This is an optimization exercise on Yosys and OpenROAD, whose aim is small area, not a production implementation. RTL that was checked went through simulation tests only; none was proved equivalent to the original. The flow treats the clock pin as an ideal source, which a real chip does not have. Power is estimated from default activity; no workload was simulated.

Setup of build 62:
==> flow/design.v <==
module FA (
  input a,
  input b,
  input ci,
  output s,
  output co
);
  assign s = a ^ b ^ ci;
  assign co = (a & b) | (a & ci) | (b & ci);
endmodule
module HA (
  input a,
  input b,
  output s,
  output co
);
  assign s = a ^ b;
  assign co = a & b;
endmodule
module firFilter(dataOut1,r_out,dataIn1,rIn1, clk, rst, enable);
input clk,rst,enable;
output [16-1:0]dataOut1;
output r_out;
input [16-1:0]dataIn1;
input rIn1;
localparam L = 8;
reg mR, rR, a2R, a1R, oR;
reg [15:0] x, a2, a1, o;     
reg [13:0] d;                
reg c2, c1, co;              
always @(posedge clk) begin
  if (rst) begin
    mR <= 1'b0; rR <= 1'b0; a2R <= 1'b0; a1R <= 1'b0; oR <= 1'b0;
  end else if (enable) begin
    mR  <= rIn1;
    rR  <= mR;
    a2R <= rR & mR;
    a1R <= a2R & mR;
    oR  <= a1R & mR;
  end
end
wire [15:0] s3;              
wire [15:0] k3;              
wire [15:0] a2n;
wire [15:0] a2c;             
genvar i;
generate
  for (i = 2; i <= 14; i = i + 1) begin : csa
    FA u (.a(d[i-2]), .b(x[i-1]), .ci(x[i]), .s(s3[i]), .co(k3[i+1]));
  end
endgenerate
assign s3[15] = d[13] ^ x[14] ^ x[15];
assign a2n[0] = x[0];
HA a2h1 (.a(x[1]), .b(x[0]), .s(a2n[1]), .co(a2c[1]));
HA a2h2 (.a(s3[2]), .b(a2c[1]), .s(a2n[2]), .co(a2c[2]));
generate
  for (i = 3; i < L; i = i + 1) begin : a2lo
    FA u (.a(s3[i]), .b(k3[i]), .ci(a2c[i-1]), .s(a2n[i]), .co(a2c[i]));
  end
endgenerate
HA a2hL (.a(s3[L]), .b(k3[L]), .s(a2n[L]), .co(a2c[L]));
generate
  for (i = L + 1; i <= 14; i = i + 1) begin : a2hi
    FA u (.a(s3[i]), .b(k3[i]), .ci(a2c[i-1]), .s(a2n[i]), .co(a2c[i]));
  end
endgenerate
assign a2n[15] = s3[15] ^ k3[15] ^ a2c[14];
wire [15:0] a1n;
wire [15:0] a1c;
assign a1n[0] = a2[0];
HA a1h1 (.a(a2[1]), .b(x[0]), .s(a1n[1]), .co(a1c[1]));
generate
  for (i = 2; i < L; i = i + 1) begin : a1lo
    FA u (.a(a2[i]), .b(x[i-1]), .ci(a1c[i-1]), .s(a1n[i]), .co(a1c[i]));
  end
endgenerate
FA a1fL (.a(a2[L]), .b(x[L-1]), .ci(c2), .s(a1n[L]), .co(a1c[L]));
generate
  for (i = L + 1; i <= 14; i = i + 1) begin : a1hi
    FA u (.a(a2[i]), .b(x[i-1]), .ci(a1c[i-1]), .s(a1n[i]), .co(a1c[i]));
  end
endgenerate
assign a1n[15] = a2[15] ^ x[14] ^ a1c[14];
wire [15:0] on;
wire [15:0] oc;
HA oh0 (.a(a1[0]), .b(x[0]), .s(on[0]), .co(oc[0]));
generate
  for (i = 1; i < L; i = i + 1) begin : olo
    FA u (.a(a1[i]), .b(x[i]), .ci(oc[i-1]), .s(on[i]), .co(oc[i]));
  end
endgenerate
FA ofL (.a(a1[L]), .b(x[L]), .ci(c1), .s(on[L]), .co(oc[L]));
generate
  for (i = L + 1; i <= 14; i = i + 1) begin : ohi
    FA u (.a(a1[i]), .b(x[i]), .ci(oc[i-1]), .s(on[i]), .co(oc[i]));
  end
endgenerate
assign on[15] = a1[15] ^ x[15] ^ oc[14];
always @(posedge clk) begin
  if (enable) begin
    x  <= dataIn1;
    d  <= x[13:0];
    a2 <= a2n;
    c2 <= a2c[L-1];
    a1 <= a1n;
    c1 <= a1c[L-1];
    o  <= on;
    co <= oc[L-1];
  end
end
wire [15:0] inc;             
assign inc[L] = co;
generate
  for (i = L; i <= 14; i = i + 1) begin : oinc
    HA u (.a(o[i]), .b(inc[i]), .s(dataOut1[i]), .co(inc[i+1]));
  end
endgenerate
assign dataOut1[15] = o[15] ^ inc[15];
assign dataOut1[L-1:0] = o[L-1:0];
assign r_out = oR;
endmodule
export LEC_CHECK = 0
export CAP_MARGIN = 20
export CORE_MARGIN = 2
export CORE_UTILIZATION = 40
export SLEW_MARGIN = 20
export SYNTH_HIERARCHICAL = 1
export SYNTH_MINIMUM_KEEP_SIZE = 0
create_clock -name core_clock -period 4.0 [get_ports {clk}]
run.sh (not shown) runs the stock make flow with config.mk's settings and CLKGATE_MAP_FILE= SYNTH_SCRIPT=/design/flow/synth_recipe.tcl, a recipe that flattens the netlist after the stock synthesis.
Build 62 completed; timing, DRC and antenna clean
What build 25 does differently from build 62 at the input level:
==> flow/flow/run.sh (new file) <==
#!/bin/bash
# The standard layout, with two changes: the smallest buffer (buf_1) on
# every input and output port, and no dummy loads in the clock tree.
set -euo pipefail
export BUFFER_PORTS_ARGS="-buffer_cell sky130_fd_sc_hd__buf_1"
export CTS_ARGS="-sink_clustering_enable -repair_clock_nets -dont_use_dummy_load -sink_clustering_size 30 -sink_clustering_max_diameter 80"
bash standard.sh finish > standard_finish.log 2>&1
==> flow/standard.sh (new file) <==
#!/bin/bash
# synth_recipe.tcl (not shown) runs the flow's synth.tcl, then flattens the netlist and writes it again
# the make line also repeats each setting of config.mk as NAME=value (left out here)
make -C /OpenROAD-flow-scripts/flow DESIGN_CONFIG=/design/flow/config.mk WORK_HOME=/design/flow/orfs CLKGATE_MAP_FILE= SYNTH_SCRIPT=/design/flow/synth_recipe.tcl "${@:-finish}"
removed: flow/run.sh
Results
Row non-clock buffer instance count of the final layout: build 25 higher / build 62 lower
Max total wire length after detailed routing across build 25 and build 62: build 25
Compared with build 62, in build 25 share of power burned in the clock network fell 6.7 points, switching fraction of total power picked up an extra 2.0 points.
Power, build 25 and build 62: higher on build 62
Build 25 gives more global-route usage than build 62 did.
sky130_fd_sc_hd__fa_1 as the library cell contributing the largest single delay on the critical path was reported by build 25, and sky130_fd_sc_hd__edfxtp_1 by build 62.
Looking only at routing usage on met2, and setting everything else aside, the higher value of build 25 and build 62 goes to build 25.
Cmp build 25 vs build 62: portion of total power attributed to combinational logic lower in build 25
Sequential power share, build 25 and build 62: lower on build 62
What build 49 does differently from build 25 at the input level:
==> flow/flow/run.sh <==
#!/bin/bash
# The standard layout, with two changes: the smallest buffer (buf_1) on
# every input and output port, and no dummy loads in the clock tree.
set -euo pipefail
export BUFFER_PORTS_ARGS="-buffer_cell sky130_fd_sc_hd__buf_1"
export CTS_ARGS="-sink_clustering_enable -repair_clock_nets -dont_use_dummy_load -sink_clustering_size 45 -sink_clustering_max_diameter 200 -buf_list sky130_fd_sc_hd__clkbuf_16"
bash standard.sh finish > standard_finish.log 2>&1
==> run notes <==
Areal power density over the cells, build 49 and build 25: smaller value in build 25. Build 25 and build 49 ended up with roughly the same cell count. Run comparison: build 25 worst-path cell with the longest stage delay sky130_fd_sc_hd__fa_1; build 49 worst-path cell with the longest stage delay sky130_fd_sc_hd__edfxtp_1. | flip-flop and latch share of the layout cell area | build 49 vs build 25 | 1.4 points lower |. Compared with build 25, in build 49 final instance area picked up an extra about 2.5%; minimum clock period after layout lost 44 ps. Reg2reg setup slack for build 49: 40 ps up relative to build 25. Clock network fraction of design power (higher): build 49.
diff inputs: build 49 => build 60
==> flow/flow/run.sh <==
#!/bin/bash
# The standard layout, with two changes: the smallest buffer (buf_1) on
# every input and output port, and no dummy loads in the clock tree.
set -euo pipefail
export BUFFER_PORTS_ARGS="-buffer_cell sky130_fd_sc_hd__buf_1"
export CTS_ARGS="-sink_clustering_enable -repair_clock_nets -dont_use_dummy_load"
bash standard.sh finish > standard_finish.log 2>&1
==> comparison <==
[build 60] global-route wire length before repair fell 1.5% relative to build 49. Diff build 49 -> build 60: total wire length has decreased, final area lost 110 µm², combined global-route utilization of all metal layers saw little to no change, via count stayed essentially flat. Largest vdd supply drop was lower in build 60 than in build 49. Total power shrinks by a little under 10% when moving from build 49 to build 60. The core of build 60 is less densely filled than that of build 49.
No run of this note included a check of the RTL's function; only the layout flow was run.


Setup of job 6910:
Another version of the RTL of firFilter (not shown whole).
For scale: roughly 180 cells after synthesis, ~3900 sq um of cells after synthesis.
export LEC_CHECK = 0
export CAP_MARGIN = 20
export CORE_MARGIN = 2
export CORE_UTILIZATION = 70
export PLACE_DENSITY = 0.85
export SLEW_MARGIN = 20
export SYNTH_HIERARCHICAL = 1
export SYNTH_MINIMUM_KEEP_SIZE = 0
create_clock -name core_clock -period 4.0 [get_ports {clk}]
standard.sh (not shown) runs the stock make flow with config.mk's settings and CLKGATE_MAP_FILE= SYNTH_SCRIPT=/design/flow/synth_recipe.tcl, a recipe that flattens the netlist after the stock synthesis.
==> flow/flow/run.sh <==
#!/bin/bash
# The standard layout, with two changes: the smallest buffer (buf_1) on
# every input and output port, and no dummy loads in the clock tree.
set -euo pipefail
export BUFFER_PORTS_ARGS="-buffer_cell sky130_fd_sc_hd__buf_1"
export CTS_ARGS="-sink_clustering_enable -repair_clock_nets -dont_use_dummy_load"
bash standard.sh finish > standard_finish.log 2>&1
Job 6910 ended with every stage complete and zero timing, DRC or antenna violations.
Changes in job 3734 relative to job 6910:
-- flow/config.mk --
<<< job 6910, line 9
export CORE_MARGIN = 2
export CORE_UTILIZATION = 70
export PLACE_DENSITY = 0.85
export SLEW_MARGIN = 20
>>> job 3734, line 9
export CORE_MARGIN = 2
export CORE_UTILIZATION = 40
export SLEW_MARGIN = 20
[summary]
- The number of fill cells in the layout in job 3734 sits 180% above the value recorded for job 6910.
- Compared with job 6910, job 3734 improves final hold slack.
- Going from job 6910 to job 3734, post-cts resize count down 1; highest achievable clock rate up 2.5 MHz; wire length down 13%.
- Summary: with job 6910 as the reference, detailed-routed wire length on met2 in job 3734 moved down by more than a quarter.
- met1 as the routing layer with the top usage in global route was reported by job 3734, and met2 by job 6910.
- Total number of vias: job 3734 better than job 6910
Inputs modified between job 3734 and job 8404:
-- flow/config.mk --
<<< job 3734, line 10
export CORE_UTILIZATION = 40
export SLEW_MARGIN = 20
>>> job 8404, line 10
export CORE_UTILIZATION = 40
export GPL_TIMING_DRIVEN = 0
export SLEW_MARGIN = 20
--- outcome ---
- Wire length: job 8404 worse than job 3734
- Routing usage on met3: job 8404 vs job 3734 — no meaningful difference
- Lower non-clock buffer total of the final layout was reported by job 3734, not job 8404.
- Looking at total power, job 8404 sits 1.9% higher than job 3734 does.
- Looking at fraction of power consumed by combinational cells across job 8404 and job 3734, the one that comes out lower is job 3734.
- Summary — part of the cycle the worst path needs, job 8404 relative to job 3734: higher, by 0.87 points.
- On number of vias in the routed layout, job 3734 beats job 8404.
- Relative to job 3734, final worst setup slack has decreased by 35 ps in job 8404.
Function was not checked in any run of this note: the RTL went through the layout flow alone.


Another version of the RTL of firFilter (not shown whole).
For scale: ~170 cells after synthesis, about 37 I/O pins, about 3800 um2 of cells after synthesis.
// firFilter
module firFilter(dataOut1,r_out,dataIn1,rIn1, clk, rst, enable);
Settings: LEC_CHECK=0, CAP_MARGIN=20, CORE_MARGIN=2, CORE_UTILIZATION=40, PLACE_DENSITY=0.75, SLEW_MARGIN=20, SYNTH_HIERARCHICAL=1, SYNTH_MINIMUM_KEEP_SIZE=0; clock period 4.0 ns.
==> flow/flow/run.sh <==
#!/bin/bash
# The standard layout, with three changes: the smallest buffer (buf_1) on
# every input and output port, no dummy loads in the clock tree, and the clock
# tree's leaf buffers downsized where the flip-flop clock-pin slew allows.
set -euo pipefail
export BUFFER_PORTS_ARGS="-buffer_cell sky130_fd_sc_hd__buf_1"
export CTS_ARGS="-sink_clustering_enable -repair_clock_nets -dont_use_dummy_load"
export POST_CTS_TCL="$(pwd)/flow/downsize_clk.tcl"
export SETUP_MOVE_SEQUENCE="unbuffer,sizeup,swap"
bash standard.sh finish > standard_finish.log 2>&1
==> flow/flow/downsize_clk.tcl <==
estimate_parasitics -placement
proc clk_pin_slew_max {} {
  set worst 0.0
  foreach p [get_pins -hierarchical */CLK] {
    foreach prop {slew_max_rise slew_max_fall} {
      set s [get_property $p $prop]
      if {$s > $worst} { set worst $s }
    }
  }
  return $worst
}
set slew_limit 0.112
set setup0 [sta::worst_slack_cmd max]
set hold0 [sta::worst_slack_cmd min]
puts "clock downsizing: start slew [clk_pin_slew_max] setup $setup0 hold $hold0"
set sizes {sky130_fd_sc_hd__clkbuf_1 sky130_fd_sc_hd__clkbuf_2 sky130_fd_sc_hd__clkbuf_4 sky130_fd_sc_hd__clkbuf_8 sky130_fd_sc_hd__clkbuf_16}
foreach inst [get_cells clkbuf_*_f_clk] {
  set name [get_full_name $inst]
  set orig [get_property $inst ref_name]
  set idx [lsearch $sizes $orig]
  if {$idx < 0} { continue }
  set best $orig
  for {set i [expr {$idx - 1}]} {$i >= 0} {incr i -1} {
    set cand [lindex $sizes $i]
    replace_cell $inst $cand
    estimate_parasitics -placement
    set sl [clk_pin_slew_max]
    set su [sta::worst_slack_cmd max]
    set ho [sta::worst_slack_cmd min]
    puts "clock downsizing: try $name $cand slew $sl setup $su hold $ho"
    if {$sl <= $slew_limit && $su >= -20e-12 && $ho >= 50e-12} {
      set best $cand
    } else {
      break
    }
  }
  replace_cell $inst $best
  estimate_parasitics -placement
  puts "clock downsizing: $name $orig -> $best"
}
puts "clock downsizing: end slew [clk_pin_slew_max] setup [sta::worst_slack_cmd max] hold [sta::worst_slack_cmd min]"
detailed_placement
check_placement
The starting point ran to the end with no violations.
==> next run, changes <==
--- a/flow/flow/run.sh
+++ b/flow/flow/run.sh
@@ -7,4 +7,3 @@
 export CTS_ARGS="-sink_clustering_enable -repair_clock_nets -dont_use_dummy_load"
 export POST_CTS_TCL="$(pwd)/flow/downsize_clk.tcl"
-export SETUP_MOVE_SEQUENCE="unbuffer,sizeup,swap"
 bash standard.sh finish > standard_finish.log 2>&1
PLACE_DENSITY = 0.45   (was 0.75)
Outcome:
- final cell count went up slightly
- critical path depth goes down by 1
- hold slack hardly moves
- power rose slightly
- wire length came out higher by about a fifth
- setup slack got worse by 0.016 ns
- via count went up slightly
==> next run, changes <==
==> flow/flow/run.sh (replaced) <==
#!/bin/bash
# The standard layout, with two changes: the smallest buffer (buf_1) on
# every input and output port, and no dummy loads in the clock tree.
set -euo pipefail
export BUFFER_PORTS_ARGS="-buffer_cell sky130_fd_sc_hd__buf_1"
export CTS_ARGS="-sink_clustering_enable -repair_clock_nets -dont_use_dummy_load"
bash standard.sh finish > standard_finish.log 2>&1
CAP_MARGIN = 0   (was 20)
PLACE_DENSITY = not set   (was 0.45)
SLEW_MARGIN = 0   (was 20)
removed: flow/flow/downsize_clk.tcl
After rerunning: Combinational power goes down by about 2%; area after synthesis stays the same; clock skew barely changes; clock power rose by 9.5%; cell area increases by 0.65%; worst hold slack loses 0.0032 ns; total power goes up by 1.1%; flip-flop and latch count stays the same; first-iteration DRC count goes down by 37%.
==> next run, changes <==
==> flow/flow/run.sh (replaced) <==
#!/bin/bash
# The standard layout, with four changes: the smallest buffer (buf_1) on
# every input and output port, no dummy loads in the clock tree, the clock
# tree's leaf buffers downsized where the flip-flop clock-pin slew allows, and
# setup repair limited to resizing and pin swaps (no new buffers).
set -euo pipefail
export BUFFER_PORTS_ARGS="-buffer_cell sky130_fd_sc_hd__buf_1"
export CTS_ARGS="-sink_clustering_enable -repair_clock_nets -dont_use_dummy_load"
export POST_CTS_TCL="$(pwd)/flow/downsize_clk.tcl"
export SETUP_MOVE_SEQUENCE="unbuffer,sizeup,swap"
bash standard.sh finish > standard_finish.log 2>&1
==> flow/flow/downsize_clk.tcl (new file) <==
estimate_parasitics -placement
proc clk_pin_slew_max {} {
  set worst 0.0
  foreach p [get_pins -hierarchical */CLK] {
    foreach prop {slew_max_rise slew_max_fall} {
      set s [get_property $p $prop]
      if {$s > $worst} { set worst $s }
    }
  }
  return $worst
}
set slew_limit 0.112
set setup0 [sta::worst_slack_cmd max]
set hold0 [sta::worst_slack_cmd min]
puts "clock downsizing: start slew [clk_pin_slew_max] setup $setup0 hold $hold0"
set sizes {sky130_fd_sc_hd__clkbuf_1 sky130_fd_sc_hd__clkbuf_2 sky130_fd_sc_hd__clkbuf_4 sky130_fd_sc_hd__clkbuf_8 sky130_fd_sc_hd__clkbuf_16}
foreach inst [get_cells clkbuf_*_f_clk] {
  set name [get_full_name $inst]
  set orig [get_property $inst ref_name]
  set idx [lsearch $sizes $orig]
  if {$idx < 0} { continue }
  set best $orig
  for {set i [expr {$idx - 1}]} {$i >= 0} {incr i -1} {
    set cand [lindex $sizes $i]
    replace_cell $inst $cand
    estimate_parasitics -placement
    set sl [clk_pin_slew_max]
    set su [sta::worst_slack_cmd max]
    set ho [sta::worst_slack_cmd min]
    puts "clock downsizing: try $name $cand slew $sl setup $su hold $ho"
    if {$sl <= $slew_limit && $su >= -20e-12 && $ho >= 50e-12} {
      set best $cand
    } else {
      break
    }
  }
  replace_cell $inst $best
  estimate_parasitics -placement
  puts "clock downsizing: $name $orig -> $best"
}
puts "clock downsizing: end slew [clk_pin_slew_max] setup [sta::worst_slack_cmd max] hold [sta::worst_slack_cmd min]"
detailed_placement
check_placement
CAP_MARGIN = 20   (was 0)
PLACE_DENSITY = 0.75   (was not set)
SLEW_MARGIN = 20   (was 0)
- The new run completed without violations
- critical path depth stays the same
- die area is unchanged
- utilization shrinks by 0.62 points
- hold slack hardly moves
- sequential share of layout area grows by 0.78 points
- routed wire length shrinks by 6.1%
- power goes down by 2.6%
- worst setup slack gains 0.029 ns

[re-timing with driven ports]
The results above use ideal ports. As a check the final layouts listed here were re-extracted and re-timed, cells and wires unchanged. Step 1 assumes that a clkbuf_16 drives the clock port and a buf_2 every other input. Step 2 adds t to the input delays and takes it off the output delays; t is the mean of the earliest and latest rising clock arrival at the registers after step 1. Input paths then give back, and output paths get back, about the clock's delay inside the block. Three values: ideal ports, drivers, drivers and shift; two values: the first two.
run | t (ns) | slack for setup (ns) | worst setup path after step 2 | worst register clock-pin slew, ns | worst slew at a driven data input, ns
build 62 | 0.377 | 0.128 / 0.128 / 0.128 | register to register | 0.09 / 0.09 | 0.03
build 25 | 0.371 | 0.126 / 0.126 / 0.126 | register to register | 0.08 / 0.08 | 0.03
build 49 | 0.356 | 0.170 / 0.170 / 0.170 | register to register | 0.06 / 0.06 | 0.03
build 60 | 0.371 | 0.126 / 0.126 / 0.126 | register to register | 0.08 / 0.08 | 0.03
job 6910 | 0.366 | 0.119 / 0.119 / 0.119 | register to register | 0.08 / 0.08 | 0.03
job 3734 | 0.369 | 0.157 / 0.157 / 0.157 | register to register | 0.10 / 0.10 | 0.03
job 8404 | 0.364 | 0.122 / 0.122 / 0.122 | register to register | 0.09 / 0.09 | 0.03
the first run of note 3 | 0.363 | 0.132 / 0.132 / 0.132 | register to register | 0.11 / 0.11 | 0.04
the second run of note 3 | 0.358 | 0.116 / 0.116 / 0.116 | register to register | 0.10 / 0.10 | 0.03
the third run of note 3 | 0.357 | 0.103 / 0.103 / 0.103 | register to register | 0.09 / 0.09 | 0.04
the fourth run of note 3 | 0.363 | 0.132 / 0.132 / 0.132 | register to register | 0.11 / 0.11 | 0.04
After both steps every run listed still meets setup and hold.
